From an optimization exercise on the open Yosys and OpenROAD flow, aimed at a short achievable clock period and few clock cycles per item; shortcuts taken in it are not production practice. Only simulation tests tie the RTL to the original design; equivalence was not proved.

### design/flow/config.mk
export PLATFORM = sky130hd
export DESIGN_NAME = datapath_32
export DESIGN_NICKNAME = datapath_32
export VERILOG_FILES = /design/flow/design.v
export SDC_FILE = /design/flow/constraint.sdc
export NUM_CORES = 8
export LEC_CHECK = 0
export CAP_MARGIN = 20
export CORE_MARGIN = 2
export CORE_UTILIZATION = 40
export SETUP_SLACK_MARGIN = 3
export SLEW_MARGIN = 20
### design/flow/constraint.sdc
create_clock -name core_clock -period 135.0 [get_ports {clk}]
set_input_delay 27.0000 -clock core_clock [delete_from_list [all_inputs] [get_ports {clk}]]
set_output_delay 27.0000 -clock core_clock [all_outputs]
set_load 0.01 [all_outputs]
### design/flow/design.v
`timescale 1ns / 1ps
module datapath_32(input clk,rst,
  output [31:0]imem_addr,input [31:0]imem_data,
  output [31:0]dmem_addr,output [31:0]dmem_wdata,output dmem_we,input [31:0]dmem_rdata,
  output halted,
  output retire_valid,output [31:0]retire_pc,output retire_we,output [4:0]retire_rd,output [31:0]retire_data);
wire [31:0]wb,mwb,addr_out,rs_out,alu_in,data;
wire [31:0]addr_in,sign_out2,sign_o;
wire wr,rd,w,alusrc,alu_zero,mem_reg,branch,hlt;
wire [1:0]signer,reg_dst,jump,label;
wire [4:0]reg_in;
wire [31:0] aluout,data_in,data_out,rd_out,sign_out,hlouts,writeback;
wire [5:0]alu_con;
wire [5:0]ALUop;
wire [31:0]sign_out3,shbr,adbr,brout,sout_jump,jumpout,h_out,wb2;
wire [25:0]sign_jump;
wire [27:0]s_jump;
wire bout,hiw,low;
wire hlsel,hlwr,hldb;
reg halt_r,halt_q;
assign imem_addr=addr_out;
assign data=imem_data;
pc program_counter(jumpout,addr_out,clk,rst,hlt);
adder add(addr_out,addr_in);
mux5 muxy(data[20:16],data[15:11],data[25:21],reg_in,reg_dst);
mux32_3 muxaddr(wb,addr_in,hlouts,mwb,label);
register_bank ragis(w,clk,data[25:21],data[20:16],reg_in,rst,mwb,rs_out,rd_out);
sign_ex ji(data[15:0],sign_out);
shift_2b tbit(sign_out,shbr);
sign_ex_2 su(data[9:5],sign_out2);
sign_exld ldse(data[20:0],sign_out3);
mux32_3 muxsign(sign_out,sign_out2,sign_out3,sign_o,signer);
mux32 muxalu(rd_out,sign_o,alu_in,alusrc);
mux32 muxbr(addr_in,adbr,brout,bout);
adderbr bitlu(addr_in,shbr,adbr);
and a1(bout,branch,alu_zero);
concat cons(s_jump,addr_in[31:28],sout_jump);
shift_jump tjump(data[25:0],s_jump);
mux32_3 jump_mux(brout,sout_jump,rs_out,jumpout,jump);
ALU_control aluc(data[5:0],ALUop,alu_con,clk);
ALU alum(rs_out,alu_in,aluout,alu_con,alu_zero,wb2);
data_mem dmem(rst,clk,wr,rd,aluout,rd_out,data_out,dmem_addr,dmem_wdata,dmem_we,dmem_rdata);
mux32 muxdata(aluout,data_out,wb,mem_reg);
control_path cp(clk,data[31:26],branch,reg_dst,hlt,jump,rd,mem_reg,signer,ALUop,wr,alusrc,w,label,hlsel,hlwr,hldb);
hilo hregs(clk,rst,hlsel,hlwr,hldb,hlouts,wb,wb2);
reg ret_v,ret_we;
reg [31:0]ret_pc,ret_data;
reg [4:0]ret_rd;
always@(posedge clk)
if(rst) begin
halt_r<=0; halt_q<=0; ret_v<=0;
end
else begin
if(hlt) halt_r<=1;
halt_q<=halt_r;
ret_v<=~halt_r;
end
always@(posedge clk) begin
ret_pc<=addr_out;
ret_we<=w;
ret_rd<=reg_in;
ret_data<=mwb;
end
assign halted=halt_q;
assign retire_valid=ret_v;
assign retire_pc=ret_pc;
assign retire_we=ret_we;
assign retire_rd=ret_rd;
assign retire_data=ret_data;
endmodule
module pc(input [31:0]addr_in,output reg [31:0]addr_out,input clk,rst,hlt);
always@(posedge clk) 
if(rst) addr_out<=0;
else begin 
 if(hlt) addr_out<=addr_out;
else addr_out<=addr_in;
end
endmodule
module adder(input [31:0]addr,output [31:0]addr_o);
assign addr_o=addr+4;
endmodule
module adderbr(input [31:0]adrs,input [31:0]br,output [31:0]adout);
assign adout=adrs+br;
endmodule
module sign_ex_2(input [4:0]ins,output [31:0]outs);
assign outs={26'b0,ins};
endmodule
module concat(input [27:0]ins,input [3:0]d,output [31:0]outs);
assign outs={d,ins};
endmodule
module data_mem(input rst,input clk,input wr,input rd,input [31:0]addr,input [31:0]data,output [31:0]data_out,
output [31:0]maddr,output [31:0]mwdata,output mwe,input [31:0]mrdata);
assign maddr=addr;
assign mwdata=data;
assign mwe=wr&~rst;
assign data_out=(rd==1)?mrdata:0;
endmodule
module mux32(input [31:0]a,input [31:0]b,output [31:0]outs,input sel);
assign outs=sel?b:a;
endmodule
module mux32_3(input [31:0]a,b,c,output reg [31:0]outs,input [1:0]sel);
always@(*)
begin
case(sel)
0:outs=a;
1:outs=b;
2:outs=c;
default:outs=0;
endcase
end
endmodule
module mux5(input [4:0]a,input [4:0]b,input [4:0]c,output reg [4:0]outs,input [1:0]sel);
always@(*)
begin
case(sel)
0:outs=a;
1:outs=b;
2:outs=c;
default:outs=0;
endcase
end
endmodule
module ALU(input [31:0]a,b,output reg [31:0]outs,input [5:0]sel,output reg aluzero,output reg [31:0]wb2);
always@(*)
begin
wb2=0;
case(sel)
6'b000001:begin outs=a+b;aluzero=0; end   
6'b000010:begin outs=a-b;aluzero=0; end   
6'b000011:begin outs=a&b;aluzero=0;       end  
6'b000100:begin outs=a|b;aluzero=0; end 
6'b000101:begin outs=a^b;aluzero=0; end 
6'b000110:begin outs=~a;aluzero=0; end 
6'b010000:begin aluzero=(a==b)?1:0; outs=0; end 
6'b010001:begin aluzero=(a!=b)?1:0; outs=0; end  
6'b010010:begin aluzero=(a>b)?1:0; outs=0;end  
6'b010011:begin aluzero=(a>=b)?1:0; outs=0; end  
6'b010100:begin aluzero=(a<b)?1:0; outs=0; end  
6'b010101:begin aluzero=(a<=b)?1:0; outs=0; end  
6'b000111:begin aluzero=0;outs=0; end 
6'b001000:begin aluzero=0; outs=a<<b;end 
6'b001001:begin aluzero=0; outs=a*b;end 
6'b001010:begin aluzero=0;outs=(b==0)?32'hffffffff:a/b;end 
6'b001011:begin aluzero=0; outs=a>>b; end 
6'b001111:begin aluzero=0; outs=b+0; end  
6'b111000:begin aluzero=0; {outs,wb2}=a*b; end   
6'b111001:begin aluzero=0; outs=(b==0)?a:a%b; wb2=(b==0)?32'hffffffff:a/b; end  
6'b110000:begin aluzero=0; outs=(a<b)?1:0;end    
6'b011001:begin aluzero=0; outs=b<<16;end   
default:begin outs=0; aluzero=0; end 
endcase
end
endmodule
module ALU_control(input [5:0]func,input [5:0]ALUop,output reg [5:0]outs,input clk);
wire [11:0]alu;
assign alu={ALUop,func};
always@(*)
begin
    outs=6'b000000;
    casex(alu) 
    12'b000000000001:outs=6'b000001;    
    12'b000000000010:outs=6'b000010;    
    12'b000000000011:outs=6'b000011;    
    12'b000000000100:outs=6'b000100;    
    12'b000000000101:outs=6'b000101;    
    12'b000000000110:outs=6'b000110;    
    12'b000000001000:outs=6'b001000;    
    12'b000000001001:outs=6'b001001;    
    12'b000000001010:outs=6'b001010;    
    12'b000000001011:outs=6'b001011;    
    12'b000001xxxxxx:outs=6'b000001;    
    12'b000010xxxxxx:outs=6'b000010;    
    12'b000011xxxxxx:outs=6'b000011;    
    12'b000100xxxxxx:outs=6'b000100;    
    12'b000101xxxxxx:outs=6'b000101;    
    12'b001111xxxxxx:outs=6'b001111;    
    12'b010000xxxxxx:outs=6'b010000;    
    12'b010001xxxxxx:outs=6'b010001;    
    12'b010010xxxxxx:outs=6'b010010;    
    12'b010011xxxxxx:outs=6'b010011;    
    12'b010100xxxxxx:outs=6'b010100;    
    12'b010101xxxxxx:outs=6'b010101;    
    12'b111000000001:outs=6'b111000;    
    12'b111000000010:outs=6'b111001;    
    12'b000000110000:outs=6'b110000;     
    12'b101111xxxxxx:outs=6'b110000;     
    12'b011001xxxxxx:outs=6'b011001;     
    endcase
end
endmodule
module sign_ex(input [15:0]ex,output[31:0]ou);
assign ou={16'b0000000000000000,ex};
endmodule
module sign_exld(input [20:0]ins,output [31:0]outs);
assign outs={11'b00000000000,ins};
endmodule
module shift_2b(input [31:0]ins,output [31:0]outs);
assign outs=ins<<2;
endmodule
module shift_jump(input [25:0]ins,output [27:0]outs);
assign outs=ins<<2;
endmodule
module hilo(input clk,input rst,input sel,input wr,double,output [31:0]outs,input [31:0]writeback,wb2);
reg [31:0]hi;
reg [31:0]lo;
always@(posedge clk)
begin
if(rst) begin
hi<=32'h32; lo<=32'h16;
end
else begin
if(double) begin
hi<=writeback;
lo<=wb2;
end
else begin
if(sel)begin
if(wr) hi<=writeback;
else hi<=hi;
end 
else begin
if(wr) lo<=writeback;
else lo<=lo;
end
end
end
end
assign outs=sel?hi:lo;
endmodule
module register_bank(input w,input clk,input [4:0]rs1,input [4:0]rt,input [4:0]rd,input rst,input [31:0]wb,output [31:0]rsout,output [31:0]rdout);
reg [31:0]mem[31:0];
reg [31:0]hi;
reg [31:0]lo;
always@(posedge clk)
begin
if(rst)begin
mem[0]<=1;
mem[1]<=2;
mem[2]<=32'hffff_ffff;
mem[3]<=4;
mem[4]<=5;
mem[5]<=6;
mem[6]<=7;
mem[7]<=32'h22222222;
end
else begin
if(w==1) begin
mem[rd]<=wb;
end
end
end
assign rsout=mem[rs1];
assign rdout=mem[rt];
endmodule
module control_path(input clk,input [5:0]opcode,output reg branch,output reg [1:0]regdest,output reg hlt,output reg [1:0]jump,output reg memrd,memreg,output reg [1:0]signer,output reg [5:0]ALUop,output reg memwr,ALUsrc,regwrite,output reg [1:0]label,output reg hlsel,hlwr,hldb);
always@(*) begin
hlsel<=0; hlwr<=0; hldb<=0;
case(opcode)
6'b000000:begin    
regdest<=1;
signer<=0;
jump<=0;
branch<=0;
ALUsrc<=0;
ALUop<=6'b000000;
memreg<=0;
regwrite<=1;
memrd<=0;
memwr<=0;
hlt<=0;
label<=0;
end
6'b111000:begin    
regdest<=1;
signer<=0;
jump<=0;
branch<=0;
ALUsrc<=0;
ALUop<=6'b111000;
memreg<=0;
regwrite<=0;
memrd<=0;
memwr<=0;
hlt<=0;
label<=0;
hldb<=1;
end
6'b000001:begin    
regdest<=0;
branch<=0;
jump<=0;
signer<=0;
ALUsrc<=0;
ALUop<=0;
memreg<=0;
regwrite<=1;
memrd<=0;
memwr<=0;
hlt<=0;
label<=0;
end
6'b000010:begin    
regdest<=1;
branch<=0;
jump<=0;
signer<=1;
ALUsrc<=1;
ALUop<=0;
memreg<=0;
regwrite<=1;
memrd<=0;
memwr<=0;
hlt<=0;
label<=0;
end
6'b000011:begin     
regdest<=0;
branch<=0;
signer<=0;
jump<=0;
ALUsrc<=1;
ALUop<=1;
memreg<=0;
regwrite<=1;
memrd<=0;
memwr<=0;
hlt<=0;label<=0;
end
6'b000100:begin    
regdest<=0;
branch<=0;
jump<=0;
signer<=0;
ALUsrc<=1;
ALUop<=2;
memreg<=0;
regwrite<=1;
memrd<=0;
memwr<=0;
hlt<=0;label<=0;
end
6'b000101:begin    
regdest<=0;
branch<=0;
jump<=0;
signer<=0;
ALUsrc<=1;
ALUop<=3;
memreg<=0;
regwrite<=1;
memrd<=0;
memwr<=0;
hlt<=0;label<=0;
end
6'b000110: begin    
regdest<=0;
branch<=0;
jump<=0;
signer<=0;
ALUsrc<=1;
ALUop<=4;
memreg<=0;
regwrite<=1;
memrd<=0;
memwr<=0;
hlt<=0;label<=0;
end
6'b000111: begin   
regdest<=0;
branch<=0;
jump<=0;
signer<=0;
ALUsrc<=1;
ALUop<=5;
memreg<=0;
regwrite<=1;
memrd<=0;
memwr<=0;
hlt<=0;label<=0;
end
6'b101111:begin   
regdest<=0;
branch<=0;
jump<=0;
signer<=0;
ALUsrc<=1;
ALUop<=6'b101111;
memreg<=0;
regwrite<=1;
memrd<=0;
memwr<=0;
hlt<=0;
label<=0;
end
6'b001000:begin    
regdest<=0;
branch<=0;
jump<=0;
signer<=0;
ALUsrc<=1;
ALUop<=1;
memreg<=1;
regwrite<=1;
memrd<=1;
memwr<=0;
hlt<=0;label<=0;
end
6'b001001:begin    
regdest<=0;
branch<=0;
jump<=0;
signer<=0;
ALUsrc<=1;
ALUop<=1;
memreg<=0;
regwrite<=0;
memrd<=0;
memwr<=1;
hlt<=0;label<=0;
end
6'b001010:begin    
regdest<=2;
branch<=0;
jump<=0;
signer<=2;
ALUsrc<=1;
ALUop<=6'b001111;   
memreg<=0;
regwrite<=1;
memrd<=0;
memwr<=0;
hlt<=0;label<=0;
end
6'b011001: begin   
regdest<=2;
branch<=0;
jump<=0;
signer<=2;
ALUsrc<=1;
ALUop<=6'b011001;   
memreg<=0;
regwrite<=1;
memrd<=0;
memwr<=0;
hlt<=0;label<=0;
end
6'b001100: begin   
regdest<=2;
branch<=0;
jump<=0;
signer<=0;
ALUsrc<=0;
ALUop<=6'b001100;   
memreg<=0;
regwrite<=1;
memrd<=0;
memwr<=0;
hlt<=0;label<=1;
end
6'b001011:begin   
regdest<=2;
branch<=0;
jump<=0;
signer<=0;
ALUsrc<=0;
ALUop<=6'b001111;
memreg<=0;
regwrite<=1;
memrd<=0;
memwr<=0;
hlt<=0;label<=0;
end
6'b010000:begin    
regdest<=0;
branch<=1;
jump<=0;
signer<=0;
ALUsrc<=0;
ALUop<=6'b010000;
memreg<=0;
regwrite<=0;
memrd<=0;
memwr<=0;
hlt<=0;label<=0;
end
6'b010001:begin    
regdest<=0;
branch<=1;
jump<=0;
signer<=0;
ALUsrc<=0;
ALUop<=6'b010001;
memreg<=0;
regwrite<=0;
memrd<=0;
memwr<=0;
hlt<=0;label<=0;
end
6'b010010: begin    
regdest<=0;
branch<=1;
jump<=0;
signer<=0;
ALUsrc<=0;
ALUop<=6'b010010;
memreg<=0;
regwrite<=0;
memrd<=0;
memwr<=0;
hlt<=0;label<=0;
end
6'b010011:begin    
regdest<=0;
branch<=1;
jump<=0;
signer<=0;
ALUsrc<=0;
ALUop<=6'b010011;
memreg<=0;
regwrite<=0;
memrd<=0;
memwr<=0;
hlt<=0;label<=0;
end
6'b010100: begin   
regdest<=0;
branch<=1;
jump<=0;
signer<=0;
ALUsrc<=0;
ALUop<=6'b010100;
memreg<=0;
regwrite<=0;
memrd<=0;
memwr<=0;
hlt<=0;label<=0;
end
6'b010101:begin   
regdest<=0;
branch<=1;
jump<=0;
signer<=0;
ALUsrc<=0;
ALUop<=6'b010101;
memreg<=0;
regwrite<=0;
memrd<=0;
memwr<=0;
hlt<=0;label<=0;
end
6'b100000:begin    
regdest<=0;
branch<=0;
jump<=1;
signer<=0;
ALUsrc<=0;
ALUop<=0;
memreg<=0;
regwrite<=0;
memrd<=0;
memwr<=0;
hlt<=0;label<=0;
end
6'b100001:begin     
regdest<=0;
branch<=0;
jump<=2;
signer<=0;
ALUsrc<=0;
ALUop<=0;
memreg<=0;
regwrite<=0;
memrd<=0;
memwr<=0;
hlt<=0;label<=0;
end
6'b100011:begin   
regdest<=2;
branch<=0;
jump<=0;
signer<=0;
ALUsrc<=0;
ALUop<=6'b100011;
memreg<=0;
regwrite<=1;
memrd<=0;
memwr<=0;
hlt<=0;label<=2;
hlsel<=1;  hlwr<=0;
hldb<=0;
end
6'b100100:begin    
regdest<=2;
branch<=0;
jump<=0;
signer<=0;
ALUsrc<=0;
ALUop<=6'b100011;
memreg<=0;
regwrite<=1;
memrd<=0;
memwr<=0;
hlt<=0;label<=2;
hlsel<=0;  hlwr<=0;
hldb<=0;
end
6'b111111: begin    
regdest<=0;
branch<=0;
jump<=0;
signer<=0;
ALUsrc<=0;
ALUop<=0;
memreg<=0;
regwrite<=0;
memrd<=0;
memwr<=0;
hlt<=1;label<=0;
end
default: begin
regdest<=0;
branch<=0;
jump<=0;
signer<=0;
ALUsrc<=0;
ALUop<=6'b0;
memreg<=0;
regwrite<=0;
memrd<=0;
memwr<=0;
hlt<=0;label<=0;
end
endcase
end
endmodule
### design/flow/run.sh
#!/bin/bash
# synth_recipe.tcl (not shown) runs the flow's synth.tcl, then flattens the netlist and writes it again
# the make line also repeats each setting of config.mk as NAME=value (left out here)
make -C /OpenROAD-flow-scripts/flow DESIGN_CONFIG=/design/flow/config.mk WORK_HOME=/design/flow/orfs CLKGATE_MAP_FILE= SYNTH_SCRIPT=/design/flow/synth_recipe.tcl finish
==> impl_results.md <==
* Post-synth EDFFs at 1024
* Post-DR vias/cell at 6.51
* WHS Endpoint: ret_pc[14]
* GR Overflow Total at 0
* Sequential fraction of the synthesis area at 0.262
* Crit Path Max Fanout at 38
* Max_cap viols at 0
* Synth async-reset ratio at 0
* Slowest cell on crit path: or4b_2
* Worst EP arrival at 102.87 ns
* Worst-path clk slew at 0.06 ns
* Largest net degree at the start of global routing at 71
* Fmax at 7.70 MHz
* Yosys reg bits at 1193
* Post-Synth Adder-Cell Area at 0.225
* Run status: no timing/DRC/antenna violations
* Die Height at 575 um
* Clock H-tree levels at 4
* Hold WC Path Type: flop to flop
* Post-DRT Antenna Nets at 0
* Worst reg2reg path startpoint: ragis.mem[27][6]
* Kind of critical path: primary input to primary output
* Io pins at 235
* Die area at 331000 um^2
* PortBufs at 234
* Pin slew with the least headroom to its limit at 1.35 ns
* Hold Buf Count CTS at 0
* Vias in the first global route at 116690
* Hold depth at 0
* Startpoint types: primary input
* Clock sinks at 1193
* Most Frequent Cell on Critical Path: buf_4
* Synthesized area at 130000 um^2
* Place WS at -3.81 ns
* CTS root buf: clkbuf_16
* Core Box Area at 324000 um^2
* Worst rel slew slack at 0.0939
* Nets@finish at 16198
* Cell taking the most area after synthesis: edfxtp_1
* # setup viols final at 0
* Hold Path Origin: program_counter.addr_out[14]
* Clk Latency, worst-skew pair at 0.89 ns
* Global-route wire length before repair at 932 mm
* Xor/xnor share of the synthesized area at 0.0304
* R2R depth at 346
* Synth top area share at 0.236
* Drt pass-1 iters at 9
* Initial Util at 0.402
* Reg-to-reg endpoint: ragis.mem[17][4]
* Final WS setup at 5.13 ns
* Min Tclk post-route at 129.87 ns
* Critical Path Sink Type: primary output
* Primary FF master, synth: edfxtp_1
* Critical path required time at 108.00 ns
* Post-synthesis compound-gate area fraction at 0.157
* Row count at 209
* Top cells by area, synth: edfxtp_1 (24%), fa_1 (14%), ha_1 (8.7%)
* Reg-to-reg setup timing slack at 57.33 ns
* Syn. warnings at 9
* TritonCTS clock tree: built
* Initial antenna violation count at 85
* Slowest stage delay, CP at 0.69 ns
* Fin. max-slew vios at 0
* Largest family of logic cells by synthesized area: adder cells
* Avg Inst Size Synth at 9.39 um^2
* Clock Tree Buf Depth at 4
* Vias at 122310
* Commonest non-fill, non-tap cell in the layout: nand2_1
* Layout Skew at 0.102 ns
* Area growth, synth to finish at 14.6%
* Final period utilization at 0.962
* WL/cell at 36.4 um
* RSZ-0062 raised after global routing: false
* Synth Net Count at 15768
* GRT Total Usage at 0.401
* Layout cells sized above 1 at 0.155
* DPL Wire Length at 504 mm
* Cells after Synth at 13894
* Number of DRC markers in iteration 0 at 16078
* Largest register FFs at 1024
* Routed wire length at 683 mm
* Count of cell types in the netlist at 120
* Post-synthesis simple-gate area fraction at 0.143
* Post-synthesis mux area share at 0.117
* DRC viols at 0
* Routability Congestion at 1.12
* TritonCTS Buffers at 139
* Die Wd at 575 um
* Commonest non-fill, non-tap cells in the layout: nand2_1 (1599), inv_1 (1316), nor2_1 (1214), edfxtp_1 (1024), fa_1 (900)
* Count of final hold-check violations at 0
-- worst max path at each step --
| stage | from | endpoint | cells past startpoint |
|---|---|---|---|
| 4_1_cts | imem_data[17] | dmem_addr[30] | 360 |
| 6_report | imem_data[16] | dmem_addr[30] | 351 |
| 5_1_grt | imem_data[17] | dmem_addr[30] | 367 |
| 3_5_place_dp | imem_data[17] | dmem_addr[30] | 353 |
| 3_3_place_gp | imem_data[17] | dmem_addr[30] | 353 |
| 2_1_floorplan | imem_data[17] | dmem_addr[30] | 379 |
-- what timing repair did --
item | in CTS | in global routing
cloned | 4 | 9
pin swaps | 13 | 102
setup buffers | 16 | 103
endpoints found under the setup margin | 32 | 32
resized for setup | 151 | 381
-- kinds of logic after synthesis --
family                     after synthesis
adders and majority gates             1808
buffers and inverters                 2163
AOI/OAI and AO/OA                     3051
DFF                                   1193
xor gates and xnor gates               452
and+or+nand+nor                       4197
muxes                                 1030
-- cell usage after synthesis (40+ instances only) --
master and count:
o21a_1 189, and2_1 62, o22ai_1 76, a221oi_1 65, edfxtp_1 1024, o31ai_1 62
nor4_1 73, a211oi_1 102, nand2_1 1620, o21bai_1 62, a221o_1 43, nor2_1 1276
nand4_1 99, a21oi_1 788, mux2i_1 537, o21ai_0 482, nor3_1 302, mux4_2 383
buf_2 115, fa_1 900, xnor2_1 276, o211ai_1 83, dfxtp_1 169, clkbuf_1 496
nor2b_1 89, nand2b_1 84, inv_1 1326, xor2_1 176, a22oi_1 241, buf_1 133
or3_1 78, a21o_1 241, and3_1 71, nand3_1 230, ha_1 908, a21boi_0 40
a31oi_1 138, or2_2 81, mux2_2 109
-- layout make-up --
class / count / area (um^2)
tap: 4325 / 5410
antenna: 49 / 123
multi-input combinational: 10541 / 90700
clock inverter: 56 / 771
sequential: 1193 / 34100
fill: 31299 / 175000
clock buffer: 176 / 3790
timing repair buffer: 1094 / 9480
inverter: 1355 / 5090
-- routing by layer --
layer,wire (um),vias to the layer above,global-route usage
li1,-,50515,-
met1,251000,61500,0.497
met2,285000,8123,0.588
met3,79400,2124,0.112
met4,66400,48,0.318
met5,306,-,0
-- metrics by stage --
stage                     utilization  instances  setup TNS [ns]  instance area, um^2  hold WS (ns)
after global placement          0.435      18374          -87.16               141000         0.416
after floorplan                     -      13894               0               131000         0.392
after global routing            0.461      18754               0               149000         0.434
after CTS                       0.452      18626               0               147000         0.419
final                           0.461      18789               0               149000         0.412
after detailed placement        0.435      18374         -101.77               141000         0.413
-- worst max-delay path, delay by kind of cell --
| family | cells | cell delay [ns] |
|---|---|---|
| mux | 4 | 1.13 |
| fa+ha+maj | 31 | 8.83 |
| buf+inv | 43 | 8.26 |
| compound gates | 168 | 35.57 |
| xor+xnor | 2 | 0.48 |
| simple gates | 103 | 21.32 |
Testbench counts, summed over its fixed seeds: cycles 37,846, instrs 37,750.

## re-timing with driven ports
The results above use ideal ports. As a check the final layout listed here was re-extracted and re-timed, cells and wires unchanged.
Step 1, drivers: a clkbuf_16 drives clk and a buf_2 each remaining input, both assumed.
Step 2, shift: input delay + t, output delay - t, t = (earliest + latest rising clock arrival at the registers) / 2. This alone moves slack from input paths to output paths.
Three values: no drivers, after step 1, after step 2; two values: the first two.
shift t [ns]: 0.928
setup slack, ns: 5.135 / 4.967 / 4.967
worst slew at a driven data input, ns: 0.29
pins driven straight from the clock port: 1
After both steps setup and hold are still met in this run. The setup slack of this run moves by -0.168 ns with the drivers and by -0.168 ns with both steps.
